This is an optimization exercise on Yosys and OpenROAD, whose aim is small area and a short achievable clock period, not a production implementation.
No run shown here included a check of the RTL's function; only the layout flow was run.
Power figures rest on the tool's default switching activity, not on a simulated workload.

### flow/config.mk
export PLATFORM = sky130hd
export DESIGN_NAME = PE
export DESIGN_NICKNAME = PE
export VERILOG_FILES = /design/flow/design.v
export SDC_FILE = /design/flow/constraint.sdc
export NUM_CORES = 4
export LEC_CHECK = 0
export CAP_MARGIN = 20
export CORE_MARGIN = 2
export CORE_UTILIZATION = 65
export GPL_TIMING_DRIVEN = 0
export SETUP_SLACK_MARGIN = 0.5
export SLEW_MARGIN = 20
export SYNTH_HIERARCHICAL = 1
### flow/constraint.sdc
create_clock -name core_clock -period 5.5 [get_ports {CLK}]
set_input_delay 1.1000 -clock core_clock [delete_from_list [all_inputs] [get_ports {CLK}]]
set_output_delay 1.1000 -clock core_clock [all_outputs]
set_load 0.01 [all_outputs]
### flow/design.v
module PE(
    input wire CLK,
    input wire RESET,
    input wire EN,
    input wire SELECTOR,
    input wire W_EN,
    input wire signed [7:0] active_left,
    output reg signed [7:0] active_right,
    input wire signed [15:0] in_sum,
    output reg signed [15:0] out_sum,
    input wire signed [7:0] in_weight_above,
    output wire signed [7:0] out_weight_below
    );
    reg signed [7:0] weight_1;
    reg signed [7:0] weight_2;
    wire en_n = ~EN;
    wire sel_n = ~SELECTOR;
    wire ld1 = EN & W_EN & SELECTOR;
    wire ld2 = EN & W_EN & ~SELECTOR;
    wire ld1_n = ~ld1;
    wire ld2_n = ~ld2;
    wire [7:0] w_n, a_n, ar_d, w1_d, w2_d, wb;
    wire [15:0] s_in;
    genvar gi;
    generate for (gi = 0; gi < 8; gi = gi + 1) begin : byte_sel
        pe_mux2i u_wn (.s(SELECTOR), .a1(weight_2[gi]), .a0(weight_1[gi]), .y(w_n[gi]));
        pe_nand2 u_an (.a(active_left[gi]), .b(EN), .y(a_n[gi]));
        pe_ao22 u_ar (.a1(EN), .a2(active_left[gi]), .b1(en_n), .b2(active_right[gi]), .x(ar_d[gi]));
        pe_ao22 u_w1 (.a1(ld1), .a2(in_weight_above[gi]), .b1(ld1_n), .b2(weight_1[gi]), .x(w1_d[gi]));
        pe_ao22 u_w2 (.a1(ld2), .a2(in_weight_above[gi]), .b1(ld2_n), .b2(weight_2[gi]), .x(w2_d[gi]));
        pe_ao22 u_wb (.a1(SELECTOR), .a2(weight_1[gi]), .b1(sel_n), .b2(weight_2[gi]), .x(wb[gi]));
    end endgenerate
    generate for (gi = 0; gi < 16; gi = gi + 1) begin : sum_sel
        pe_ao22 u_si (.a1(EN), .a2(in_sum[gi]), .b1(en_n), .b2(out_sum[gi]), .x(s_in[gi]));
    end endgenerate
    wire pp_0_0;
    pe_nor2 u_x1 (.a(w_n[0]), .b(a_n[0]), .y(pp_0_0));
    wire pp_0_1;
    pe_nor2 u_x2 (.a(w_n[0]), .b(a_n[1]), .y(pp_0_1));
    wire pp_0_2;
    pe_nor2 u_x3 (.a(w_n[0]), .b(a_n[2]), .y(pp_0_2));
    wire pp_0_3;
    pe_nor2 u_x4 (.a(w_n[0]), .b(a_n[3]), .y(pp_0_3));
    wire pp_0_4;
    pe_nor2 u_x5 (.a(w_n[0]), .b(a_n[4]), .y(pp_0_4));
    wire pp_0_5;
    pe_nor2 u_x6 (.a(w_n[0]), .b(a_n[5]), .y(pp_0_5));
    wire pp_0_6;
    pe_nor2 u_x7 (.a(w_n[0]), .b(a_n[6]), .y(pp_0_6));
    wire pp_0_7;
    pe_or2 u_x8 (.a(w_n[0]), .b(a_n[7]), .y(pp_0_7));
    wire pp_1_0;
    pe_nor2 u_x9 (.a(w_n[1]), .b(a_n[0]), .y(pp_1_0));
    wire pp_1_1;
    pe_nor2 u_x10 (.a(w_n[1]), .b(a_n[1]), .y(pp_1_1));
    wire pp_1_2;
    pe_nor2 u_x11 (.a(w_n[1]), .b(a_n[2]), .y(pp_1_2));
    wire pp_1_3;
    pe_nor2 u_x12 (.a(w_n[1]), .b(a_n[3]), .y(pp_1_3));
    wire pp_1_4;
    pe_nor2 u_x13 (.a(w_n[1]), .b(a_n[4]), .y(pp_1_4));
    wire pp_1_5;
    pe_nor2 u_x14 (.a(w_n[1]), .b(a_n[5]), .y(pp_1_5));
    wire pp_1_6;
    pe_nor2 u_x15 (.a(w_n[1]), .b(a_n[6]), .y(pp_1_6));
    wire pp_1_7;
    pe_or2 u_x16 (.a(w_n[1]), .b(a_n[7]), .y(pp_1_7));
    wire pp_2_0;
    pe_nor2 u_x17 (.a(w_n[2]), .b(a_n[0]), .y(pp_2_0));
    wire pp_2_1;
    pe_nor2 u_x18 (.a(w_n[2]), .b(a_n[1]), .y(pp_2_1));
    wire pp_2_2;
    pe_nor2 u_x19 (.a(w_n[2]), .b(a_n[2]), .y(pp_2_2));
    wire pp_2_3;
    pe_nor2 u_x20 (.a(w_n[2]), .b(a_n[3]), .y(pp_2_3));
    wire pp_2_4;
    pe_nor2 u_x21 (.a(w_n[2]), .b(a_n[4]), .y(pp_2_4));
    wire pp_2_5;
    pe_nor2 u_x22 (.a(w_n[2]), .b(a_n[5]), .y(pp_2_5));
    wire pp_2_6;
    pe_nor2 u_x23 (.a(w_n[2]), .b(a_n[6]), .y(pp_2_6));
    wire pp_2_7;
    pe_or2 u_x24 (.a(w_n[2]), .b(a_n[7]), .y(pp_2_7));
    wire pp_3_0;
    pe_nor2 u_x25 (.a(w_n[3]), .b(a_n[0]), .y(pp_3_0));
    wire pp_3_1;
    pe_nor2 u_x26 (.a(w_n[3]), .b(a_n[1]), .y(pp_3_1));
    wire pp_3_2;
    pe_nor2 u_x27 (.a(w_n[3]), .b(a_n[2]), .y(pp_3_2));
    wire pp_3_3;
    pe_nor2 u_x28 (.a(w_n[3]), .b(a_n[3]), .y(pp_3_3));
    wire pp_3_4;
    pe_nor2 u_x29 (.a(w_n[3]), .b(a_n[4]), .y(pp_3_4));
    wire pp_3_5;
    pe_nor2 u_x30 (.a(w_n[3]), .b(a_n[5]), .y(pp_3_5));
    wire pp_3_6;
    pe_nor2 u_x31 (.a(w_n[3]), .b(a_n[6]), .y(pp_3_6));
    wire pp_3_7;
    pe_or2 u_x32 (.a(w_n[3]), .b(a_n[7]), .y(pp_3_7));
    wire pp_4_0;
    pe_nor2 u_x33 (.a(w_n[4]), .b(a_n[0]), .y(pp_4_0));
    wire pp_4_1;
    pe_nor2 u_x34 (.a(w_n[4]), .b(a_n[1]), .y(pp_4_1));
    wire pp_4_2;
    pe_nor2 u_x35 (.a(w_n[4]), .b(a_n[2]), .y(pp_4_2));
    wire pp_4_3;
    pe_nor2 u_x36 (.a(w_n[4]), .b(a_n[3]), .y(pp_4_3));
    wire pp_4_4;
    pe_nor2 u_x37 (.a(w_n[4]), .b(a_n[4]), .y(pp_4_4));
    wire pp_4_5;
    pe_nor2 u_x38 (.a(w_n[4]), .b(a_n[5]), .y(pp_4_5));
    wire pp_4_6;
    pe_nor2 u_x39 (.a(w_n[4]), .b(a_n[6]), .y(pp_4_6));
    wire pp_4_7;
    pe_or2 u_x40 (.a(w_n[4]), .b(a_n[7]), .y(pp_4_7));
    wire pp_5_0;
    pe_nor2 u_x41 (.a(w_n[5]), .b(a_n[0]), .y(pp_5_0));
    wire pp_5_1;
    pe_nor2 u_x42 (.a(w_n[5]), .b(a_n[1]), .y(pp_5_1));
    wire pp_5_2;
    pe_nor2 u_x43 (.a(w_n[5]), .b(a_n[2]), .y(pp_5_2));
    wire pp_5_3;
    pe_nor2 u_x44 (.a(w_n[5]), .b(a_n[3]), .y(pp_5_3));
    wire pp_5_4;
    pe_nor2 u_x45 (.a(w_n[5]), .b(a_n[4]), .y(pp_5_4));
    wire pp_5_5;
    pe_nor2 u_x46 (.a(w_n[5]), .b(a_n[5]), .y(pp_5_5));
    wire pp_5_6;
    pe_nor2 u_x47 (.a(w_n[5]), .b(a_n[6]), .y(pp_5_6));
    wire pp_5_7;
    pe_or2 u_x48 (.a(w_n[5]), .b(a_n[7]), .y(pp_5_7));
    wire pp_6_0;
    pe_nor2 u_x49 (.a(w_n[6]), .b(a_n[0]), .y(pp_6_0));
    wire pp_6_1;
    pe_nor2 u_x50 (.a(w_n[6]), .b(a_n[1]), .y(pp_6_1));
    wire pp_6_2;
    pe_nor2 u_x51 (.a(w_n[6]), .b(a_n[2]), .y(pp_6_2));
    wire pp_6_3;
    pe_nor2 u_x52 (.a(w_n[6]), .b(a_n[3]), .y(pp_6_3));
    wire pp_6_4;
    pe_nor2 u_x53 (.a(w_n[6]), .b(a_n[4]), .y(pp_6_4));
    wire pp_6_5;
    pe_nor2 u_x54 (.a(w_n[6]), .b(a_n[5]), .y(pp_6_5));
    wire pp_6_6;
    pe_nor2 u_x55 (.a(w_n[6]), .b(a_n[6]), .y(pp_6_6));
    wire pp_6_7;
    pe_or2 u_x56 (.a(w_n[6]), .b(a_n[7]), .y(pp_6_7));
    wire pp_7_0;
    pe_or2 u_x57 (.a(w_n[7]), .b(a_n[0]), .y(pp_7_0));
    wire pp_7_1;
    pe_or2 u_x58 (.a(w_n[7]), .b(a_n[1]), .y(pp_7_1));
    wire pp_7_2;
    pe_or2 u_x59 (.a(w_n[7]), .b(a_n[2]), .y(pp_7_2));
    wire pp_7_3;
    pe_or2 u_x60 (.a(w_n[7]), .b(a_n[3]), .y(pp_7_3));
    wire pp_7_4;
    pe_or2 u_x61 (.a(w_n[7]), .b(a_n[4]), .y(pp_7_4));
    wire pp_7_5;
    pe_or2 u_x62 (.a(w_n[7]), .b(a_n[5]), .y(pp_7_5));
    wire pp_7_6;
    pe_or2 u_x63 (.a(w_n[7]), .b(a_n[6]), .y(pp_7_6));
    wire pp_7_7;
    pe_nor2 u_x64 (.a(w_n[7]), .b(a_n[7]), .y(pp_7_7));
    wire s65;
    wire c66;
    pe_ha u_x67 (.a(s_in[5]), .b(pp_0_5), .s(s65), .co(c66));
    wire s68;
    wire c69;
    pe_fa u_x70 (.a(s_in[6]), .b(pp_0_6), .ci(pp_1_5), .s(s68), .co(c69));
    wire s71;
    wire c72;
    pe_ha u_x73 (.a(pp_2_4), .b(pp_3_3), .s(s71), .co(c72));
    wire s74;
    wire c75;
    pe_fa u_x76 (.a(s_in[7]), .b(pp_0_7), .ci(pp_1_6), .s(s74), .co(c75));
    wire s77;
    wire c78;
    pe_fa u_x79 (.a(pp_2_5), .b(pp_3_4), .ci(pp_4_3), .s(s77), .co(c78));
    wire s80;
    wire c81;
    pe_ha u_x82 (.a(pp_5_2), .b(pp_6_1), .s(s80), .co(c81));
    wire s83;
    wire c84;
    pe_xnor2 u_x85 (.a(s_in[8]), .b(pp_1_7), .y(s83));
    pe_or2 u_x86 (.a(s_in[8]), .b(pp_1_7), .y(c84));
    wire s87;
    wire c88;
    pe_fa u_x89 (.a(pp_2_6), .b(pp_3_5), .ci(pp_4_4), .s(s87), .co(c88));
    wire s90;
    wire c91;
    pe_fa u_x92 (.a(pp_5_3), .b(pp_6_2), .ci(pp_7_1), .s(s90), .co(c91));
    wire s93;
    wire c94;
    pe_fa u_x95 (.a(s_in[9]), .b(pp_2_7), .ci(pp_3_6), .s(s93), .co(c94));
    wire s96;
    wire c97;
    pe_fa u_x98 (.a(pp_4_5), .b(pp_5_4), .ci(pp_6_3), .s(s96), .co(c97));
    wire s99;
    wire c100;
    pe_fa u_x101 (.a(s_in[10]), .b(pp_3_7), .ci(pp_4_6), .s(s99), .co(c100));
    wire s102;
    wire c103;
    pe_ha u_x104 (.a(s_in[3]), .b(pp_0_3), .s(s102), .co(c103));
    wire s105;
    wire c106;
    pe_fa u_x107 (.a(s_in[4]), .b(pp_0_4), .ci(pp_1_3), .s(s105), .co(c106));
    wire s108;
    wire c109;
    pe_ha u_x110 (.a(pp_2_2), .b(pp_3_1), .s(s108), .co(c109));
    wire s111;
    wire c112;
    pe_fa u_x113 (.a(pp_1_4), .b(pp_2_3), .ci(pp_3_2), .s(s111), .co(c112));
    wire s114;
    wire c115;
    pe_fa u_x116 (.a(pp_4_1), .b(pp_5_0), .ci(s65), .s(s114), .co(c115));
    wire s117;
    wire c118;
    pe_fa u_x119 (.a(pp_4_2), .b(pp_5_1), .ci(pp_6_0), .s(s117), .co(c118));
    wire s120;
    wire c121;
    pe_fa u_x122 (.a(c66), .b(s71), .ci(s68), .s(s120), .co(c121));
    wire s123;
    wire c124;
    pe_fa u_x125 (.a(pp_7_0), .b(c72), .ci(s80), .s(s123), .co(c124));
    wire s126;
    wire c127;
    pe_fa u_x128 (.a(c69), .b(s74), .ci(s77), .s(s126), .co(c127));
    wire s129;
    wire c130;
    pe_fa u_x131 (.a(s83), .b(c81), .ci(c75), .s(s129), .co(c130));
    wire s132;
    wire c133;
    pe_fa u_x134 (.a(c78), .b(s87), .ci(s90), .s(s132), .co(c133));
    wire s135;
    wire c136;
    pe_fa u_x137 (.a(pp_7_2), .b(c84), .ci(c88), .s(s135), .co(c136));
    wire s138;
    wire c139;
    pe_fa u_x140 (.a(c91), .b(s93), .ci(s96), .s(s138), .co(c139));
    wire s141;
    wire c142;
    pe_fa u_x143 (.a(pp_5_5), .b(pp_6_4), .ci(pp_7_3), .s(s141), .co(c142));
    wire s144;
    wire c145;
    pe_fa u_x146 (.a(c94), .b(c97), .ci(s99), .s(s144), .co(c145));
    wire s147;
    wire c148;
    pe_fa u_x149 (.a(s_in[11]), .b(pp_4_7), .ci(pp_5_6), .s(s147), .co(c148));
    wire s150;
    wire c151;
    pe_fa u_x152 (.a(pp_6_5), .b(pp_7_4), .ci(c100), .s(s150), .co(c151));
    wire s153;
    wire c154;
    pe_fa u_x155 (.a(s_in[12]), .b(pp_5_7), .ci(pp_6_6), .s(s153), .co(c154));
    wire s156;
    wire c157;
    pe_ha u_x158 (.a(s_in[2]), .b(pp_0_2), .s(s156), .co(c157));
    wire s159;
    wire c160;
    pe_fa u_x161 (.a(pp_1_2), .b(pp_2_1), .ci(pp_3_0), .s(s159), .co(c160));
    wire s162;
    wire c163;
    pe_fa u_x164 (.a(pp_4_0), .b(c103), .ci(s108), .s(s162), .co(c163));
    wire s165;
    wire c166;
    pe_fa u_x167 (.a(c109), .b(c106), .ci(s111), .s(s165), .co(c166));
    wire s168;
    wire c169;
    pe_fa u_x170 (.a(c112), .b(s117), .ci(c115), .s(s168), .co(c169));
    wire s171;
    wire c172;
    pe_fa u_x173 (.a(c118), .b(s123), .ci(c121), .s(s171), .co(c172));
    wire s174;
    wire c175;
    pe_fa u_x176 (.a(c124), .b(s129), .ci(c127), .s(s174), .co(c175));
    wire s177;
    wire c178;
    pe_fa u_x179 (.a(c130), .b(s135), .ci(c133), .s(s177), .co(c178));
    wire s180;
    wire c181;
    pe_fa u_x182 (.a(s141), .b(c136), .ci(c139), .s(s180), .co(c181));
    wire s183;
    wire c184;
    pe_fa u_x185 (.a(c142), .b(s147), .ci(c145), .s(s183), .co(c184));
    wire s186;
    wire c187;
    pe_fa u_x188 (.a(pp_7_5), .b(c148), .ci(s153), .s(s186), .co(c187));
    wire s189;
    wire c190;
    pe_fa u_x191 (.a(s_in[13]), .b(pp_6_7), .ci(pp_7_6), .s(s189), .co(c190));
    wire s192;
    wire c193;
    pe_ha u_x194 (.a(s_in[1]), .b(pp_0_1), .s(s192), .co(c193));
    wire s195;
    wire c196;
    pe_fa u_x197 (.a(pp_1_1), .b(pp_2_0), .ci(s156), .s(s195), .co(c196));
    wire s198;
    wire c199;
    pe_fa u_x200 (.a(c157), .b(s102), .ci(s159), .s(s198), .co(c199));
    wire s201;
    wire c202;
    pe_fa u_x203 (.a(c160), .b(s105), .ci(s162), .s(s201), .co(c202));
    wire s204;
    wire c205;
    pe_fa u_x206 (.a(c163), .b(s114), .ci(s165), .s(s204), .co(c205));
    wire s207;
    wire c208;
    pe_fa u_x209 (.a(c166), .b(s120), .ci(s168), .s(s207), .co(c208));
    wire s210;
    wire c211;
    pe_fa u_x212 (.a(s126), .b(c169), .ci(s171), .s(s210), .co(c211));
    wire s213;
    wire c214;
    pe_fa u_x215 (.a(s132), .b(c172), .ci(s174), .s(s213), .co(c214));
    wire s216;
    wire c217;
    pe_fa u_x218 (.a(s138), .b(c175), .ci(s177), .s(s216), .co(c217));
    wire s219;
    wire c220;
    pe_fa u_x221 (.a(s144), .b(c178), .ci(s180), .s(s219), .co(c220));
    wire s222;
    wire c223;
    pe_fa u_x224 (.a(s150), .b(c181), .ci(s183), .s(s222), .co(c223));
    wire s225;
    wire c226;
    pe_fa u_x227 (.a(c151), .b(s186), .ci(c184), .s(s225), .co(c226));
    wire s228;
    wire c229;
    pe_fa u_x230 (.a(c154), .b(s189), .ci(c187), .s(s228), .co(c229));
    wire s231;
    wire c232;
    pe_fa u_x233 (.a(s_in[14]), .b(pp_7_7), .ci(c190), .s(s231), .co(c232));
    wire [15:0] rx = {s_in[15], s231, s228, c223, c220, c217, c214, c211, c208, c205, c202, c199, c196, c193, pp_1_0, s_in[0]};
    wire [15:0] ry = {c232, c229, c226, s225, s222, s219, s216, s213, s210, s207, s204, s201, s198, s195, s192, pp_0_0};
    wire [15:0] sum;
    wire t234, rc235;
    pe_ha u_x236 (.a(rx[0]), .b(ry[0]), .s(t234), .co(rc235));
    assign sum[0] = t234;
    wire t237, rc238;
    pe_fa u_x239 (.a(rx[1]), .b(ry[1]), .ci(rc235), .s(t237), .co(rc238));
    assign sum[1] = t237;
    wire t240, rc241;
    pe_fa u_x242 (.a(rx[2]), .b(ry[2]), .ci(rc238), .s(t240), .co(rc241));
    assign sum[2] = t240;
    wire t243, rc244;
    pe_fa u_x245 (.a(rx[3]), .b(ry[3]), .ci(rc241), .s(t243), .co(rc244));
    assign sum[3] = t243;
    wire t246, rc247;
    pe_fa u_x248 (.a(rx[4]), .b(ry[4]), .ci(rc244), .s(t246), .co(rc247));
    assign sum[4] = t246;
    wire t249, rc250;
    pe_fa u_x251 (.a(rx[5]), .b(ry[5]), .ci(rc247), .s(t249), .co(rc250));
    assign sum[5] = t249;
    wire g6, p6;
    pe_ha u_x252 (.a(rx[6]), .b(ry[6]), .s(p6), .co(g6));
    wire g7, p7;
    pe_ha u_x253 (.a(rx[7]), .b(ry[7]), .s(p7), .co(g7));
    wire g8, p8;
    pe_ha u_x254 (.a(rx[8]), .b(ry[8]), .s(p8), .co(g8));
    wire g9, p9;
    pe_ha u_x255 (.a(rx[9]), .b(ry[9]), .s(p9), .co(g9));
    wire g10, p10;
    pe_ha u_x256 (.a(rx[10]), .b(ry[10]), .s(p10), .co(g10));
    wire g11, p11;
    pe_ha u_x257 (.a(rx[11]), .b(ry[11]), .s(p11), .co(g11));
    wire g12, p12;
    pe_ha u_x258 (.a(rx[12]), .b(ry[12]), .s(p12), .co(g12));
    wire g13, p13;
    pe_ha u_x259 (.a(rx[13]), .b(ry[13]), .s(p13), .co(g13));
    wire g14, p14;
    pe_ha u_x260 (.a(rx[14]), .b(ry[14]), .s(p14), .co(g14));
    wire g15, p15;
    pe_ha u_x261 (.a(rx[15]), .b(ry[15]), .s(p15), .co(g15));
    wire G262 = g6 | (p6 & rc250);
    wire G263 = g8 | (p8 & g7);
    wire P264 = p8 & p7;
    wire G265 = g10 | (p10 & g9);
    wire P266 = p10 & p9;
    wire G267 = g12 | (p12 & g11);
    wire P268 = p12 & p11;
    wire G269 = g14 | (p14 & g13);
    wire P270 = p14 & p13;
    wire G271 = G263 | (P264 & G262);
    wire G272 = G267 | (P268 & G265);
    wire P273 = P268 & P266;
    wire G274 = G272 | (P273 & G271);
    wire G275 = G265 | (P266 & G271);
    wire G276 = G269 | (P270 & G274);
    wire G277 = g7 | (p7 & G262);
    wire G278 = g9 | (p9 & G271);
    wire G279 = g11 | (p11 & G275);
    wire G280 = g13 | (p13 & G274);
    wire G281 = g15 | (p15 & G276);
    pe_xor2 u_x282 (.a(p6), .b(rc250), .y(sum[6]));
    pe_xor2 u_x283 (.a(p7), .b(G262), .y(sum[7]));
    pe_xor2 u_x284 (.a(p8), .b(G277), .y(sum[8]));
    pe_xor2 u_x285 (.a(p9), .b(G271), .y(sum[9]));
    pe_xor2 u_x286 (.a(p10), .b(G278), .y(sum[10]));
    pe_xor2 u_x287 (.a(p11), .b(G275), .y(sum[11]));
    pe_xor2 u_x288 (.a(p12), .b(G279), .y(sum[12]));
    pe_xor2 u_x289 (.a(p13), .b(G274), .y(sum[13]));
    pe_xor2 u_x290 (.a(p14), .b(G280), .y(sum[14]));
    pe_xnor2 u_x291 (.a(p15), .b(G276), .y(sum[15]));
    always @(negedge RESET or posedge CLK) begin
        if (~RESET) begin
            out_sum <= 0;
            active_right <= 0;
            weight_1 <= 0;
            weight_2 <= 0;
        end else begin
            out_sum <= sum;
            active_right <= ar_d;
            weight_1 <= w1_d;
            weight_2 <= w2_d;
        end
    end
    assign out_weight_below = wb;
endmodule
module pe_fa(input wire a, input wire b, input wire ci, output wire s, output wire co);
    assign {co, s} = a + b + ci;
endmodule
module pe_ha(input wire a, input wire b, output wire s, output wire co);
    assign {co, s} = a + b;
endmodule
module pe_ao22(input wire a1, input wire a2, input wire b1, input wire b2, output wire x);
    assign x = (a1 & a2) | (b1 & b2);
endmodule
module pe_mux2i(input wire s, input wire a1, input wire a0, output wire y);
    assign y = ~(s ? a1 : a0);
endmodule
module pe_nand2(input wire a, input wire b, output wire y);
    assign y = ~(a & b);
endmodule
module pe_nor2(input wire a, input wire b, output wire y);
    assign y = ~(a | b);
endmodule
module pe_or2(input wire a, input wire b, output wire y);
    assign y = a | b;
endmodule
module pe_xor2(input wire a, input wire b, output wire y);
    assign y = a ^ b;
endmodule
module pe_xnor2(input wire a, input wire b, output wire y);
    assign y = ~(a ^ b);
endmodule
module pe_xor3(input wire a, input wire b, input wire c, output wire y);
    assign y = a ^ b ^ c;
endmodule
### flow/flow/run.sh
#!/bin/bash
# Standard layout with two changes: the port buffers are the smallest buffer
# cell, and clock tree synthesis inserts no dummy loads.
set -euo pipefail
export BUFFER_PORTS_ARGS="-buffer_cell sky130_fd_sc_hd__buf_1"
export CTS_ARGS="-sink_clustering_enable -repair_clock_nets -dont_use_dummy_load"
bash standard.sh finish > flow_standard.log 2>&1
### flow/standard.sh
#!/bin/bash
# synth_recipe.tcl (not shown) runs the flow's synth.tcl, then flattens the netlist and writes it again
# the make line also repeats each setting of config.mk as NAME=value (left out here)
make -C /OpenROAD-flow-scripts/flow DESIGN_CONFIG=/design/flow/config.mk WORK_HOME=/design/flow/orfs CLKGATE_MAP_FILE= SYNTH_SCRIPT=/design/flow/synth_recipe.tcl "${@:-finish}"
==> results.json, run 1 <==
{
  "rsz0062_at_grt": "true",
  "grt_pass1_wl_um": 13100,
  "crit_fanout": 36,
  "yosys.cell_types.count": 23,
  "ant_nets": 0,
  "netlist_instances": 284,
  "cpPeakStageDelay_ps": 510,
  "grt_util_all_layers": 0.289,
  "crit_chain": "buf_12 > clkinvlp_4 > buf_4 > a22o_1 > fa_1 > fa_1 > fa_1 > fa_1 > ha_1 > and2_1 > a221oi_2 > o21ai_2 > a21o_1 > xor2_1",
  "syn_to_final_growth_pct": 18.4,
  "crit_required_ps": 5670,
  "timing.rr.end": "out_sum[15]$_DFF_PN0_",
  "max_slew_margin": 0.655,
  "cts.clk_slew.worst_paths_ps": 60,
  "overflow": 0,
  "die_h_um": 76.1,
  "cts_root_buf": "clkbuf_8",
  "fin_area_mm2": 0.00400,
  "num_rows": 26,
  "worst_pin_slew_ps": 514,
  "synthesis.nets": 392,
  "synth-main-ff-cell": "dfrtp_1",
  "dp_slack_ps": -714,
  "r2r_cells": 13,
  "vias": 2583,
  "setup_viol": 0,
  "leakage_nw": 1.80,
  "dp.cells": 423,
  "whs_ps": 501,
  "powerDensity_mw_per_mm2": 473,
  "final.min_clock_period_ps": 4870,
  "hold_path.class": "reg2reg",
  "swShare": 0.442,
  "drt_iter0_drc": 123,
  "critPathArrivalTime_ps": 5030,
  "syn_avg_cell_area_um2": 11.9,
  "critPathKind": "in2reg",
  "p_sw_uw": 836,
  "clock_latency_ps": 300,
  "wl_per_cell_um": 17.8,
  "synth_area_leader_cell": "fa_1",
  "maxSlewViolCount": 0,
  "h-tree-depth": 2,
  "remaining_drc_errors": 0,
  "cts_max_path_buffers": 2,
  "grt_pass1_vias": 2713,
  "async_flop_share": 1.00,
  "synth_common_cells": "nor2_1, fa_1, a22o_1, dfrtp_1, ha_1",
  "cts_buffers": 5,
  "place_area_mm2": 0.00375,
  "hold_violations": 0,
  "p_int_mw": 1.06,
  "fin_worst_skew_ps": 19.0,
  "r2r_slack_ps": 1370,
  "synth_most_common_cell": "nor2_1",
  "drive_above_1_share": 0.0854,
  "crit_slowest_cell": "fa_1",
  "crit_path_end_kind": "register",
  "cts.sinks": 40,
  "finalNonFillerCells": 433,
  "dieArea_mm2": 0.00579,
  "outcome": "timing/DRC/antenna clean",
  "fmax_mhz": 205,
  "grt_max_degree": 37,
  "synth_edf_count": 0,
  "drt-total-wl_um": 7710,
  "min_from": "active_right[7]$_DFF_PN0_",
  "seq_power_share": 0.239,
  "antenna_found_initial": 0,
  "comb_power_share": 0.664,
  "ir_worst_vdd_v": 0.000502,
  "gp_congestion": 0.851,
  "clockPowerShare": 0.097,
  "syn_area_mm2": 0.00338,
  "place.port_buffers": 68,
  "power_mw": 1.89,
  "diodes": 0,
  "maxCapViolCount": 0,
  "chipWidth_um": 76.1,
  "crit_top_cell": "fa_1",
  "start_util": 0.666,
  "synth-seq-cells": 40,
  "io_pins": 69,
  "setup_tns_ps": 0,
  "start_kind": "input port",
  "period_share": 0.885,
  "dp.final_hpwl_um": 5550,
  "synth_top_area_frac": 0.314,
  "yosys-top-cells-area": "fa_1, dfrtp_1, a22o_1",
  "coreArea_mm2": 0.00507,
  "dr.pass1.iters": 4,
  "synth_warnings": 7,
  "ctsHoldBuffers": 0,
  "fin_nets": 473,
  "r2r_start": "weight_2[0]$_DFF_PN0_",
  "min_path_cells": 1,
  "min_to": "active_right[7]$_DFF_PN0_",
  "ys_seq_area_frac": 0.296,
  "post-route-util": 0.789,
  "cts_tree": "built",
  "via_per_inst": 5.97,
  "setup_ws_ps": 634
}
cell usage in the layout, fill, tap and decap left out, types with 2 or more instances in the layout:
cell	netlist	final
mux2i_4	0	7
a22o_1	48	48
inv_1	6	5
or2_1	15	15
dfrtp_1	40	40
clkbuf_8	0	5
nand3_1	3	3
buf_4	0	4
buf_1	0	65
nor3_1	3	2
fa_1	53	52
xor2_1	9	9
nand2_1	10	10
xnor2_1	2	2
a21oi_1	4	3
a21o_1	3	3
nor2_1	54	54
ha_1	18	17
per-module statistics from Yosys (local to each module, per instance), a selection:
module    copies in the design  area [um2]
PE                           1        1180
pe_ao22                     48        8.76
pe_mux2i                     8        10.0
pe_or2                      15        6.26
pe_xnor2                     2        8.76
pe_xor2                      9        8.76
registers in the layout (all words and copies together) (netlist names):
| register | cells |
|---|---|
| active_right | 8 |
| out_sum | 16 |
| weight_1 | 8 |
| weight_2 | 8 |
worst max path at each step:
stage | to | start | slack [ps] | cells after the start
after global routing | out_sum[14]$_DFF_PN0_ | EN | 490 | 14
after detailed placement | out_sum[12]$_DFF_PN0_ | SELECTOR | -710 | 15
after CTS | out_sum[12]$_DFF_PN0_ | SELECTOR | 500 | 15
final | out_sum[14]$_DFF_PN0_ | EN | 630 | 14
after floorplan | out_sum[14]$_DFF_PN0_ | EN | 700 | 13
after global placement | out_sum[12]$_DFF_PN0_ | EN | -1410 | 15
critical path, delay by kind of cell:
kind	cells	cell delay [ps]
adder cells (fa/ha/maj)	5	2140
AO/OA/AOI/OAI	4	860
buffers and inverters	3	560
AND/OR/NAND/NOR	1	190
XOR/XNOR	1	150
cells by family after synthesis:
family / share of synthesized area
and+or+nand+nor: 0.114
adders and majority gates: 0.381
buffers and inverters: 0.00666
muxes: 0.0237
xor gates and xnor gates: 0.0285
AOI/OAI and AO/OA: 0.151
DFF: 0.296
power groups by stage:
| stage | combinational, mW | sequential (mW) | clock, mW |
|---|---|---|---|
| 2_1_floorplan | 0.876 | 0.474 | 0 |
| 6_report | 1.26 | 0.452 | 0.183 |
| 3_3_place_gp | 1.13 | 0.443 | 0 |
| 3_5_place_dp | 1.17 | 0.448 | 0 |
| 5_1_grt | 1.42 | 0.463 | 0.200 |
| 4_1_cts | 1.20 | 0.449 | 0.185 |
timing repair:
item	CTS	global route
buffers inserted	4	0
gates resized for setup	20	12
pin swaps	0	1
gates cloned	1	0
endpoints found under the hold margin	0	0
endpoints found under the setup margin	10	6
area by class of cell:
type | instances | area [um2]
clock buffers | 5 | 68.8
fillers | 348 | 1070
inverters | 6 | 26.3
multi-input cells | 238 | 2470
flip-flops and latches | 40 | 1000
well taps | 70 | 87.6
repair buffers | 73 | 342
repair inverters | 1 | 5.00
per-layer routing:
metal / up-vias / GRT usage / routed length (um)
met5: - / 0 / 0
li1: 1157 / - / -
met2: 68 / 0.485 / 3840
met4: 0 / 0.0673 / 121
met1: 1344 / 0.409 / 3460
met3: 14 / 0.0379 / 286
==> run 2, diff against run 1 <==
--- a/flow/design.v
+++ b/flow/design.v
@@ -349,57 +349,62 @@
     pe_fa u_x248 (.a(rx[4]), .b(ry[4]), .ci(rc244), .s(t246), .co(rc247));
     assign sum[4] = t246;
-    wire t249, rc250;
-    pe_fa u_x251 (.a(rx[5]), .b(ry[5]), .ci(rc247), .s(t249), .co(rc250));
-    assign sum[5] = t249;
+    wire g5, p5;
+    pe_ha u_x249 (.a(rx[5]), .b(ry[5]), .s(p5), .co(g5));
     wire g6, p6;
-    pe_ha u_x252 (.a(rx[6]), .b(ry[6]), .s(p6), .co(g6));
+    pe_ha u_x250 (.a(rx[6]), .b(ry[6]), .s(p6), .co(g6));
     wire g7, p7;
-    pe_ha u_x253 (.a(rx[7]), .b(ry[7]), .s(p7), .co(g7));
+    pe_ha u_x251 (.a(rx[7]), .b(ry[7]), .s(p7), .co(g7));
     wire g8, p8;
-    pe_ha u_x254 (.a(rx[8]), .b(ry[8]), .s(p8), .co(g8));
+    pe_ha u_x252 (.a(rx[8]), .b(ry[8]), .s(p8), .co(g8));
     wire g9, p9;
-    pe_ha u_x255 (.a(rx[9]), .b(ry[9]), .s(p9), .co(g9));
+    pe_ha u_x253 (.a(rx[9]), .b(ry[9]), .s(p9), .co(g9));
     wire g10, p10;
-    pe_ha u_x256 (.a(rx[10]), .b(ry[10]), .s(p10), .co(g10));
+    pe_ha u_x254 (.a(rx[10]), .b(ry[10]), .s(p10), .co(g10));
     wire g11, p11;
-    pe_ha u_x257 (.a(rx[11]), .b(ry[11]), .s(p11), .co(g11));
+    pe_ha u_x255 (.a(rx[11]), .b(ry[11]), .s(p11), .co(g11));
     wire g12, p12;
-    pe_ha u_x258 (.a(rx[12]), .b(ry[12]), .s(p12), .co(g12));
+    pe_ha u_x256 (.a(rx[12]), .b(ry[12]), .s(p12), .co(g12));
     wire g13, p13;
-    pe_ha u_x259 (.a(rx[13]), .b(ry[13]), .s(p13), .co(g13));
+    pe_ha u_x257 (.a(rx[13]), .b(ry[13]), .s(p13), .co(g13));
     wire g14, p14;
-    pe_ha u_x260 (.a(rx[14]), .b(ry[14]), .s(p14), .co(g14));
+    pe_ha u_x258 (.a(rx[14]), .b(ry[14]), .s(p14), .co(g14));
     wire g15, p15;
-    pe_ha u_x261 (.a(rx[15]), .b(ry[15]), .s(p15), .co(g15));
-    wire G262 = g6 | (p6 & rc250);
-    wire G263 = g8 | (p8 & g7);
-    wire P264 = p8 & p7;
-    wire G265 = g10 | (p10 & g9);
-    wire P266 = p10 & p9;
-    wire G267 = g12 | (p12 & g11);
-    wire P268 = p12 & p11;
-    wire G269 = g14 | (p14 & g13);
-    wire P270 = p14 & p13;
-    wire G271 = G263 | (P264 & G262);
-    wire G272 = G267 | (P268 & G265);
-    wire P273 = P268 & P266;
-    wire G274 = G272 | (P273 & G271);
-    wire G275 = G265 | (P266 & G271);
-    wire G276 = G269 | (P270 & G274);
-    wire G277 = g7 | (p7 & G262);
-    wire G278 = g9 | (p9 & G271);
-    wire G279 = g11 | (p11 & G275);
-    wire G280 = g13 | (p13 & G274);
-    wire G281 = g15 | (p15 & G276);
-    pe_xor2 u_x282 (.a(p6), .b(rc250), .y(sum[6]));
-    pe_xor2 u_x283 (.a(p7), .b(G262), .y(sum[7]));
-    pe_xor2 u_x284 (.a(p8), .b(G277), .y(sum[8]));
-    pe_xor2 u_x285 (.a(p9), .b(G271), .y(sum[9]));
-    pe_xor2 u_x286 (.a(p10), .b(G278), .y(sum[10]));
-    pe_xor2 u_x287 (.a(p11), .b(G275), .y(sum[11]));
-    pe_xor2 u_x288 (.a(p12), .b(G279), .y(sum[12]));
-    pe_xor2 u_x289 (.a(p13), .b(G274), .y(sum[13]));
-    pe_xor2 u_x290 (.a(p14), .b(G280), .y(sum[14]));
-    pe_xnor2 u_x291 (.a(p15), .b(G276), .y(sum[15]));
+    pe_ha u_x259 (.a(rx[15]), .b(ry[15]), .s(p15), .co(g15));
+    wire G260 = g5 | (p5 & rc247);
+    wire G261 = g7 | (p7 & g6);
+    wire P262 = p7 & p6;
+    wire G263 = g9 | (p9 & g8);
+    wire P264 = p9 & p8;
+    wire G265 = g11 | (p11 & g10);
+    wire P266 = p11 & p10;
+    wire G267 = g13 | (p13 & g12);
+    wire P268 = p13 & p12;
+    wire G269 = g15 | (p15 & g14);
+    wire P270 = p15 & p14;
+    wire G271 = G261 | (P262 & G260);
+    wire G272 = G265 | (P266 & G263);
+    wire P273 = P266 & P264;
+    wire G274 = G269 | (P270 & G267);
+    wire P275 = P270 & P268;
+    wire G276 = G272 | (P273 & G271);
+    wire G277 = G274 | (P275 & G276);
+    wire G278 = G263 | (P264 & G271);
+    wire G279 = G267 | (P268 & G276);
+    wire G280 = g6 | (p6 & G260);
+    wire G281 = g8 | (p8 & G271);
+    wire G282 = g10 | (p10 & G278);
+    wire G283 = g12 | (p12 & G276);
+    wire G284 = g14 | (p14 & G279);
+    pe_xor2 u_x285 (.a(p5), .b(rc247), .y(sum[5]));
+    pe_xor2 u_x286 (.a(p6), .b(G260), .y(sum[6]));
+    pe_xor2 u_x287 (.a(p7), .b(G280), .y(sum[7]));
+    pe_xor2 u_x288 (.a(p8), .b(G271), .y(sum[8]));
+    pe_xor2 u_x289 (.a(p9), .b(G281), .y(sum[9]));
+    pe_xor2 u_x290 (.a(p10), .b(G278), .y(sum[10]));
+    pe_xor2 u_x291 (.a(p11), .b(G282), .y(sum[11]));
+    pe_xor2 u_x292 (.a(p12), .b(G276), .y(sum[12]));
+    pe_xor2 u_x293 (.a(p13), .b(G283), .y(sum[13]));
+    pe_xor2 u_x294 (.a(p14), .b(G279), .y(sum[14]));
+    pe_xnor2 u_x295 (.a(p15), .b(G284), .y(sum[15]));
     always @(negedge RESET or posedge CLK) begin
         if (~RESET) begin
==> results.json, run 2 <==
{
  "synth_edf_count": 0,
  "synth-main-ff-cell": "dfrtp_1",
  "chipWidth_um": 76.0,
  "clock_latency_ps": 300,
  "coreArea_mm2": 0.00504,
  "antenna_found_initial": 0,
  "drt-total-wl_um": 7490,
  "critPathArrivalTime_ps": 5020,
  "synth_top_area_frac": 0.309,
  "crit_fanout": 18,
  "final_common_cell": "buf_1",
  "crit_path_end_kind": "register",
  "gp_congestion": 0.882,
  "dp.cells": 421,
  "synth_area_leader_cell": "fa_1",
  "syn_avg_cell_area_um2": 12.0,
  "yosys-top-cells-area": "fa_1, dfrtp_1, a22o_1",
  "cts_tree": "built",
  "via_per_inst": 5.94,
  "max_slew_margin": 0.668,
  "ant_nets": 0,
  "maxCapViolCount": 0,
  "wl_per_cell_um": 17.3,
  "synth_warnings": 7,
  "crit_required_ps": 5680,
  "finalNonFillerCells": 433,
  "drive_above_1_share": 0.0716,
  "grt_pass1_vias": 2704,
  "setup_viol": 0,
  "start_util": 0.669,
  "synthesis.nets": 390,
  "syn_area_mm2": 0.00337,
  "start_kind": "input port",
  "min_from": "active_right[3]$_DFF_PN0_",
  "r2r_cells": 12,
  "outcome": "timing/DRC/antenna clean",
  "critPathKind": "in2reg",
  "powerDensity_mw_per_mm2": 458,
  "hold_violations": 0,
  "fin_area_mm2": 0.00399,
  "dp.final_hpwl_um": 5500,
  "num_rows": 26,
  "overflow": 0,
  "place_area_mm2": 0.00374,
  "synth_common_cells": "fa_1, nor2_1, a22o_1, dfrtp_1, ha_1",
  "drt_iter0_drc": 155,
  "grt_pass1_wl_um": 13000,
  "worst_pin_slew_ps": 495,
  "min_to": "active_right[3]$_DFF_PN0_",
  "grt_util_all_layers": 0.287,
  "h-tree-depth": 2,
  "hold_path.class": "reg2reg",
  "cts.sinks": 40,
  "maxSlewViolCount": 0,
  "cts_max_path_buffers": 2,
  "grt_max_degree": 37,
  "async_flop_share": 1.00,
  "dr.pass1.iters": 5,
  "final.min_clock_period_ps": 4840,
  "ir_worst_vdd_v": 0.000505,
  "period_share": 0.881,
  "final_cell_mix": "buf_1, fa_1, nor2_1, a22o_1, dfrtp_1",
  "synth-seq-cells": 40,
  "ys_seq_area_frac": 0.297,
  "timing.rr.end": "out_sum[11]$_DFF_PN0_",
  "place.port_buffers": 68,
  "die_h_um": 76.0,
  "io_pins": 69,
  "fmax_mhz": 206,
  "remaining_drc_errors": 0,
  "syn_to_final_growth_pct": 18.4,
  "ctsHoldBuffers": 0,
  "min_path_cells": 1,
  "r2r_slack_ps": 1370,
  "fin_nets": 473,
  "largest_reg_flops": 16,
  "yosys.cell_types.count": 20,
  "leakage_nw": 1.83,
  "vias": 2573,
  "regMostFlops": "out_sum",
  "dieArea_mm2": 0.00578,
  "rsz0062_at_grt": "true",
  "fill_cells": 336,
  "synth_most_common_cell": "fa_1",
  "fin_worst_skew_ps": 17.6,
  "diodes": 0,
  "cts_buffers": 5,
  "netlist_instances": 282,
  "r2r_start": "weight_1[0]$_DFF_PN0_",
  "cts.clk_slew.worst_paths_ps": 80,
  "cts_root_buf": "clkbuf_8"
}
[run 2: changes by cell type after synthesis, moves of 2 or more]
| cell | before | now |
|---|---|---|
| a31o_1 | 0 | 2 |
| nor3_1 | 3 | 0 |
| a21o_1 | 3 | 6 |
| inv_1 | 6 | 8 |
| nor2_1 | 54 | 50 |
[run 2: how the worst max path moves through the flow]
stage                  start                     to  slack (ps)  cells past startpoint
finish              SELECTOR  out_sum[11]$_DFF_PN0_         660                     13
global route        SELECTOR  out_sum[14]$_DFF_PN0_         450                     14
CTS                 SELECTOR  out_sum[14]$_DFF_PN0_         520                     13
detailed placement  SELECTOR  out_sum[14]$_DFF_PN0_        -560                     13
global placement          EN  out_sum[14]$_DFF_PN0_       -1300                     13
floorplan                 EN  out_sum[11]$_DFF_PN0_         710                     12
[run 2: layer usage]
metal	up-vias	routed length (um)	track usage
met1	1299	3270	0.411
met5	-	0	0
li1	1157	-	-
met4	0	140	0.0691
met2	100	3610	0.455
met3	17	468	0.0675
[run 2: logic make-up (layout without fill, tap and decap cells)]
logic type | Yosys count | count (layout) | synth area share
buffers and inverters | 8 | 89 | 0.00891
XOR/XNOR | 12 | 12 | 0.0312
multiplexers | 8 | 8 | 0.0237
flip-flops | 40 | 40 | 0.297
AND/OR/NAND/NOR | 79 | 79 | 0.101
adder cells (fa/ha/maj) | 71 | 71 | 0.379
AO/OA/AOI/OAI | 64 | 64 | 0.159
[run 2: area by class of cell]
cell class | instances | area [um2] | area share
multi-input cells | 234 | 2450 | 0.614
flip-flops and latches | 40 | 1000 | 0.251
repair buffers | 75 | 345 | 0.0865
well taps | 70 | 87.6 | 0.0219
clock buffers | 5 | 68.8 | 0.0172
inverters | 8 | 33.8 | 0.00846
repair inverters | 1 | 5.00 | 0.00125
[run 2: metrics by stage]
stage	utilization	setup slack, ps	hold WS, ps	total power, mW	setup TNS [ps]
CTS	0.784	517	500	1.82	0
floorplan	-	715	485	1.32	0
finish	0.792	657	499	1.83	0
global placement	0.737	-1300	478	1.57	-10870
detailed placement	0.741	-561	481	1.59	-3320
global route	0.792	455	527	2.02	0
[run 2: where the power goes]
| part | internal (mW) | leakage, nW | switching, mW |
|---|---|---|---|
| clock | 0.0819 | 0.0359 | 0.0979 |
| combinational | 0.541 | 1.31 | 0.656 |
| sequential | 0.396 | 0.485 | 0.0553 |
| total | 1.02 | 1.83 | 0.809 |
[run 2: modules after synthesis, one instance, submodules excluded]
module / cell area (um2) / times used / flops+latches / cells
pe_or2: 6.26 / 15 / 0 / 1
pe_fa: 20.0 / 52 / 0 / 1
pe_xor2: 8.76 / 10 / 0 / 1
pe_nor2: 3.75 / 50 / 0 / 1
PE: 1180 / 1 / 40 / 70
pe_ao22: 8.76 / 48 / 0 / 1
pe_mux2i: 10.0 / 8 / 0 / 1
pe_ha: 12.5 / 19 / 0 / 1
pe_nand2: 3.75 / 8 / 0 / 1
pe_xnor2: 8.76 / 2 / 0 / 1
[run 2: what timing repair did]
action | in CTS | in global routing
buffers inserted | 5 | 1
pin swaps | 0 | 0
gates cloned | 1 | 0
gates resized for setup | 23 | 5
endpoints found under the setup margin | 9 | 6
[run 2: worst max-delay path, stage by stage]
cell and delay [ps]:
buf_6 230, mux2i_4 380, nor2_1 100, fa_1 490, fa_1 390, fa_1 510
fa_1 430, ha_1 330, a21o_1 190, a31o_1 240, a21o_1 230, a31o_1 230
xor2_1 160
==> run 3, diff against run 2 <==
--- a/flow/design.v
+++ b/flow/design.v
@@ -346,65 +346,102 @@
     pe_fa u_x245 (.a(rx[3]), .b(ry[3]), .ci(rc241), .s(t243), .co(rc244));
     assign sum[3] = t243;
-    wire t246, rc247;
-    pe_fa u_x248 (.a(rx[4]), .b(ry[4]), .ci(rc244), .s(t246), .co(rc247));
-    assign sum[4] = t246;
+    wire g4, p4;
+    pe_ha u_x246 (.a(rx[4]), .b(ry[4]), .s(p4), .co(g4));
     wire g5, p5;
-    pe_ha u_x249 (.a(rx[5]), .b(ry[5]), .s(p5), .co(g5));
+    pe_ha u_x247 (.a(rx[5]), .b(ry[5]), .s(p5), .co(g5));
     wire g6, p6;
-    pe_ha u_x250 (.a(rx[6]), .b(ry[6]), .s(p6), .co(g6));
+    pe_ha u_x248 (.a(rx[6]), .b(ry[6]), .s(p6), .co(g6));
     wire g7, p7;
-    pe_ha u_x251 (.a(rx[7]), .b(ry[7]), .s(p7), .co(g7));
+    pe_ha u_x249 (.a(rx[7]), .b(ry[7]), .s(p7), .co(g7));
     wire g8, p8;
-    pe_ha u_x252 (.a(rx[8]), .b(ry[8]), .s(p8), .co(g8));
+    pe_ha u_x250 (.a(rx[8]), .b(ry[8]), .s(p8), .co(g8));
     wire g9, p9;
-    pe_ha u_x253 (.a(rx[9]), .b(ry[9]), .s(p9), .co(g9));
+    pe_ha u_x251 (.a(rx[9]), .b(ry[9]), .s(p9), .co(g9));
     wire g10, p10;
-    pe_ha u_x254 (.a(rx[10]), .b(ry[10]), .s(p10), .co(g10));
+    pe_ha u_x252 (.a(rx[10]), .b(ry[10]), .s(p10), .co(g10));
     wire g11, p11;
-    pe_ha u_x255 (.a(rx[11]), .b(ry[11]), .s(p11), .co(g11));
+    pe_ha u_x253 (.a(rx[11]), .b(ry[11]), .s(p11), .co(g11));
     wire g12, p12;
-    pe_ha u_x256 (.a(rx[12]), .b(ry[12]), .s(p12), .co(g12));
+    pe_ha u_x254 (.a(rx[12]), .b(ry[12]), .s(p12), .co(g12));
     wire g13, p13;
-    pe_ha u_x257 (.a(rx[13]), .b(ry[13]), .s(p13), .co(g13));
+    pe_ha u_x255 (.a(rx[13]), .b(ry[13]), .s(p13), .co(g13));
     wire g14, p14;
-    pe_ha u_x258 (.a(rx[14]), .b(ry[14]), .s(p14), .co(g14));
+    pe_ha u_x256 (.a(rx[14]), .b(ry[14]), .s(p14), .co(g14));
     wire g15, p15;
-    pe_ha u_x259 (.a(rx[15]), .b(ry[15]), .s(p15), .co(g15));
-    wire G260 = g5 | (p5 & rc247);
-    wire G261 = g7 | (p7 & g6);
-    wire P262 = p7 & p6;
-    wire G263 = g9 | (p9 & g8);
-    wire P264 = p9 & p8;
-    wire G265 = g11 | (p11 & g10);
-    wire P266 = p11 & p10;
-    wire G267 = g13 | (p13 & g12);
-    wire P268 = p13 & p12;
-    wire G269 = g15 | (p15 & g14);
-    wire P270 = p15 & p14;
-    wire G271 = G261 | (P262 & G260);
-    wire G272 = G265 | (P266 & G263);
-    wire P273 = P266 & P264;
-    wire G274 = G269 | (P270 & G267);
-    wire P275 = P270 & P268;
-    wire G276 = G272 | (P273 & G271);
-    wire G277 = G274 | (P275 & G276);
-    wire G278 = G263 | (P264 & G271);
-    wire G279 = G267 | (P268 & G276);
-    wire G280 = g6 | (p6 & G260);
-    wire G281 = g8 | (p8 & G271);
-    wire G282 = g10 | (p10 & G278);
-    wire G283 = g12 | (p12 & G276);
-    wire G284 = g14 | (p14 & G279);
-    pe_xor2 u_x285 (.a(p5), .b(rc247), .y(sum[5]));
-    pe_xor2 u_x286 (.a(p6), .b(G260), .y(sum[6]));
-    pe_xor2 u_x287 (.a(p7), .b(G280), .y(sum[7]));
-    pe_xor2 u_x288 (.a(p8), .b(G271), .y(sum[8]));
-    pe_xor2 u_x289 (.a(p9), .b(G281), .y(sum[9]));
-    pe_xor2 u_x290 (.a(p10), .b(G278), .y(sum[10]));
-    pe_xor2 u_x291 (.a(p11), .b(G282), .y(sum[11]));
-    pe_xor2 u_x292 (.a(p12), .b(G276), .y(sum[12]));
-    pe_xor2 u_x293 (.a(p13), .b(G283), .y(sum[13]));
-    pe_xor2 u_x294 (.a(p14), .b(G279), .y(sum[14]));
-    pe_xnor2 u_x295 (.a(p15), .b(G284), .y(sum[15]));
+    pe_ha u_x257 (.a(rx[15]), .b(ry[15]), .s(p15), .co(g15));
+    wire G258 = g4 | (p4 & rc244);
+    wire G259 = g5 | (p5 & g4);
+    wire P260 = p5 & p4;
+    wire G261 = g6 | (p6 & g5);
+    wire P262 = p6 & p5;
+    wire G263 = g7 | (p7 & g6);
+    wire P264 = p7 & p6;
+    wire G265 = g8 | (p8 & g7);
+    wire P266 = p8 & p7;
+    wire G267 = g9 | (p9 & g8);
+    wire P268 = p9 & p8;
+    wire G269 = g10 | (p10 & g9);
+    wire P270 = p10 & p9;
+    wire G271 = g11 | (p11 & g10);
+    wire P272 = p11 & p10;
+    wire G273 = g12 | (p12 & g11);
+    wire P274 = p12 & p11;
+    wire G275 = g13 | (p13 & g12);
+    wire P276 = p13 & p12;
+    wire G277 = g14 | (p14 & g13);
+    wire P278 = p14 & p13;
+    wire G279 = g15 | (p15 & g14);
+    wire P280 = p15 & p14;
+    wire G281 = G259 | (P260 & rc244);
+    wire G282 = G261 | (P262 & G258);
+    wire G283 = G263 | (P264 & G259);
+    wire P284 = P264 & P260;
+    wire G285 = G265 | (P266 & G261);
+    wire P286 = P266 & P262;
+    wire G287 = G267 | (P268 & G263);
+    wire P288 = P268 & P264;
+    wire G289 = G269 | (P270 & G265);
+    wire P290 = P270 & P266;
+    wire G291 = G271 | (P272 & G267);
+    wire P292 = P272 & P268;
+    wire G293 = G273 | (P274 & G269);
+    wire P294 = P274 & P270;
+    wire G295 = G275 | (P276 & G271);
+    wire P296 = P276 & P272;
+    wire G297 = G277 | (P278 & G273);
+    wire P298 = P278 & P274;
+    wire G299 = G279 | (P280 & G275);
+    wire P300 = P280 & P276;
+    wire G301 = G283 | (P284 & rc244);
+    wire G302 = G285 | (P286 & G258);
+    wire G303 = G287 | (P288 & G281);
+    wire G304 = G289 | (P290 & G282);
+    wire G305 = G291 | (P292 & G283);
+    wire P306 = P292 & P284;
+    wire G307 = G293 | (P294 & G285);
+    wire P308 = P294 & P286;
+    wire G309 = G295 | (P296 & G287);
+    wire P310 = P296 & P288;
+    wire G311 = G297 | (P298 & G289);
+    wire P312 = P298 & P290;
+    wire G313 = G299 | (P300 & G291);
+    wire P314 = P300 & P292;
+    wire G315 = G305 | (P306 & rc244);
+    wire G316 = G307 | (P308 & G258);
+    wire G317 = G309 | (P310 & G281);
+    wire G318 = G311 | (P312 & G282);
+    wire G319 = G313 | (P314 & G301);
+    pe_xor2 u_x320 (.a(p4), .b(rc244), .y(sum[4]));
+    pe_xor2 u_x321 (.a(p5), .b(G258), .y(sum[5]));
+    pe_xor2 u_x322 (.a(p6), .b(G281), .y(sum[6]));
+    pe_xor2 u_x323 (.a(p7), .b(G282), .y(sum[7]));
+    pe_xor2 u_x324 (.a(p8), .b(G301), .y(sum[8]));
+    pe_xor2 u_x325 (.a(p9), .b(G302), .y(sum[9]));
+    pe_xor2 u_x326 (.a(p10), .b(G303), .y(sum[10]));
+    pe_xor2 u_x327 (.a(p11), .b(G304), .y(sum[11]));
+    pe_xor2 u_x328 (.a(p12), .b(G315), .y(sum[12]));
+    pe_xor2 u_x329 (.a(p13), .b(G316), .y(sum[13]));
+    pe_xor2 u_x330 (.a(p14), .b(G317), .y(sum[14]));
+    pe_xnor2 u_x331 (.a(p15), .b(G318), .y(sum[15]));
     always @(negedge RESET or posedge CLK) begin
         if (~RESET) begin
==> results.json, run 3 <==
{
  "r2r_slack_ps": 1340,
  "cts.sinks": 40,
  "fill_cells": 332,
  "fin_worst_skew_ps": 19.4,
  "via_per_inst": 6.05,
  "maxSlewViolCount": 0,
  "cts_buffers": 5,
  "synth_edf_count": 0,
  "multi_input_area_mm2": 0.00248,
  "vias": 2645,
  "rsz0062_at_grt": "false",
  "clock_latency_ps": 300,
  "synth-seq-cells": 40,
  "critPathKind": "in2reg",
  "ir_worst_vdd_v": 0.000448,
  "drive_above_1_share": 0.0981,
  "grt.met2_usage": 0.472,
  "cts_tree": "built",
  "syn_area_mm2": 0.00341,
  "largest_reg_flops": 16,
  "worst_pin_slew_ps": 465,
  "use_met3": 0.0521,
  "max_slew_margin": 0.688,
  "cts_max_path_buffers": 2,
  "maxCapViolCount": 0,
  "overflow": 0,
  "crit_top_cell": "fa_1",
  "dp_slack_ps": -632,
  "synth_warnings": 7,
  "final_cell_mix": "buf_1, fa_1, nor2_1, a22o_1, dfrtp_1",
  "whs_ps": 498,
  "fin_nets": 477,
  "synth-main-ff-cell": "dfrtp_1",
  "netlist_instances": 283,
  "leakage_nw": 1.85,
  "critPathArrivalTime_ps": 5030,
  "min_to": "active_right[0]$_DFF_PN0_",
  "hold_violations": 0,
  "place.port_buffers": 68,
  "powerDensity_mw_per_mm2": 467,
  "gp_congestion": 0.837,
  "drt_iter0_drc": 207,
  "final.min_clock_period_ps": 4850,
  "synth_area_leader_cell": "fa_1",
  "drt-total-wl_um": 8070,
  "crit_path_end_kind": "register",
  "timing.rr.end": "out_sum[13]$_DFF_PN0_",
  "ys_seq_area_frac": 0.294,
  "yosys-top-cells-area": "fa_1, dfrtp_1, a22o_1",
  "post-route-util": 0.797,
  "regArea_mm2": 0.00100,
  "cts.clk_slew.worst_paths_ps": 70,
  "synth_most_common_cell": "fa_1",
  "yosys.cell_types.count": 23,
  "final_common_cell": "buf_1",
  "coreArea_mm2": 0.00507,
  "use_met1": 0.464,
  "h-tree-depth": 2,
  "syn_avg_cell_area_um2": 12.0,
  "grt_pass1_vias": 2747,
  "wl_per_cell_um": 18.5,
  "io_pins": 69,
  "num_rows": 26,
  "setup_viol": 0,
  "chipWidth_um": 76.4,
  "cpPeakStageDelay_ps": 530,
  "syn_to_final_growth_pct": 18.7,
  "grt_max_degree": 37,
  "synth_common_cells": "fa_1, nor2_1, a22o_1, dfrtp_1, ha_1",
  "dieArea_mm2": 0.00584,
  "dr.pass1.iters": 4,
  "ctsHoldBuffers": 0,
  "synth_top_area_frac": 0.300,
  "min_path_cells": 1,
  "setup_ws_ps": 649,
  "period_share": 0.882,
  "crit_required_ps": 5680,
  "finalNonFillerCells": 437,
  "top_usage_layer": "met2",
  "crit_chain": "buf_12 > clkinvlp_4 > buf_4 > a22o_1 > fa_1 > fa_1 > fa_1 > fa_1 > ha_1 > a21oi_1 > o21ai_0 > a221o_1 > xnor2_1",
  "async_flop_share": 1.00,
  "crit_start": "EN",
  "dp.final_hpwl_um": 5720,
  "regMostFlops": "out_sum",
  "min_from": "active_right[0]$_DFF_PN0_",
  "grt_util_all_layers": 0.307,
  "ant_nets": 0,
  "crit_fanout": 36,
  "die_h_um": 76.4,
  "diodes": 0,
  "antenna_found_initial": 0,
  "outcome": "timing/DRC/antenna clean",
  "synthesis.nets": 391,
  "remaining_drc_errors": 0,
  "dp.cells": 422,
  "grt_pass1_wl_um": 13900,
  "r2r_start": "weight_1[4]$_DFF_PN0_",
  "fmax_mhz": 206,
  "hold_path.class": "reg2reg",
  "start_util": 0.671,
  "cts_root_buf": "clkbuf_8",
  "crit_slowest_cell": "fa_1",
  "r2r_cells": 11,
  "start_kind": "input port"
}
[run 3: cell types whose count changed after synthesis, moves of 2 or more]
cell / change
a221o_1: +2
inv_1: -2
a31o_1: -2
and3_1: +2
a31o_2: +2
a21o_2: +3
a21o_1: -4
[run 3: worst max-delay path: cells and delay by family]
family                   cells  cell delay [ps]
AO/OA/AOI/OAI                4              970
XOR/XNOR                     1              130
adder cells (fa/ha/maj)      5             2240
buffers and inverters        3              560
[run 3: Yosys stat by module (local to each module, per instance)]
module | cells inside | flip-flops and latches
PE | 70 | 40
pe_ao22 | 1 | 0
pe_fa | 1 | 0
pe_ha | 1 | 0
pe_mux2i | 1 | 0
pe_nand2 | 1 | 0
pe_nor2 | 1 | 0
pe_or2 | 1 | 0
pe_xnor2 | 1 | 0
pe_xor2 | 1 | 0
[run 3: cell families (layout without fill, tap and decap cells)]
group / after synthesis / count (layout) / share of synthesized area
xor gates and xnor gates: 13 / 13 / 0.0334
muxes: 8 / 8 / 0.0235
adders and majority gates: 71 / 71 / 0.373
and+or+nand+nor: 79 / 79 / 0.101
DFF: 40 / 40 / 0.294
AOI/OAI and AO/OA: 66 / 66 / 0.169
buffers and inverters: 6 / 90 / 0.00661
[run 3: where the power goes]
group	switching (mW)	internal [mW]
Clock	0.0981	0.0819
Combinational	0.674	0.581
Sequential	0.0563	0.396
Total	0.828	1.06
[run 3: area by class of cell]
class	count	share of cell area
inverter	6	0.00650
timing repair inverter	1	0.00124
sequential	40	0.248
timing repair buffer	78	0.0919
multi-input combinational	237	0.614
clock buffer	5	0.0170
tap	70	0.0217
[run 3: metal layers]
layer / share of wire / up-vias
li1: - / 1179
met1: 0.43 / 1329
met2: 0.48 / 118
met3: 0.067 / 19
met4: 0.021 / 0
met5: 0 / -
[run 3: stage by stage]
step	power [mW]	cell area (um2)	TNS [ps]
floorplan	1.37	3410	0
global placement	1.61	3750	-10090
detailed placement	1.66	3770	-3500
CTS	1.88	4000	0
global route	2.06	4040	0
finish	1.89	4040	0
[run 3: worst max-delay path by stage]
stage / end / slack [ps] / depth (start not counted)
after floorplan: out_sum[13]$_DFF_PN0_ / 650 / 12
after global placement: out_sum[13]$_DFF_PN0_ / -1350 / 13
after detailed placement: out_sum[13]$_DFF_PN0_ / -630 / 13
after CTS: out_sum[13]$_DFF_PN0_ / 520 / 13
after global routing: out_sum[13]$_DFF_PN0_ / 510 / 13
final: out_sum[15]$_DFF_PN0_ / 650 / 13
[run 3: timing repair]
action / CTS / global route
pin swaps: 0 / 0
gates cloned: 1 / 0
resized for setup: 24 / 4
setup buffers: 5 / 4
endpoints found under the setup margin: 9 / 5

re-timing with driven ports:
The flow's constraints put no driver on any port. The routed layouts listed below were extracted and timed again, unchanged, in two steps. Step 1: set_driving_cell puts a clkbuf_16 on CLK and a buf_2 on each other input, an assumption about the parent block. Step 2, shift: input delay + t, output delay - t, t = (earliest + latest rising clock arrival at the registers) / 2. This alone moves slack from input paths to output paths. Three values: ideal, step 1, step 2; two values: the first two.
| run | t (ns) | slack for setup (ns) | hold slack, ns | worst setup path at the end |
|---|---|---|---|---|
| run 1 | 0.317 | 0.634 / 0.593 / 0.277 | 0.501 / 0.501 / 0.501 | input to register |
| run 2 | 0.315 | 0.657 / 0.621 / 0.307 | 0.499 / 0.499 / 0.499 | input to register |
| run 3 | 0.321 | 0.649 / 0.606 / 0.285 | 0.498 / 0.498 / 0.498 | input to register |
After both steps every run listed still meets setup and hold. For run 3, which loses most, drivers alone change the setup slack by -0.043 ns; drivers and shift together by -0.364 ns.
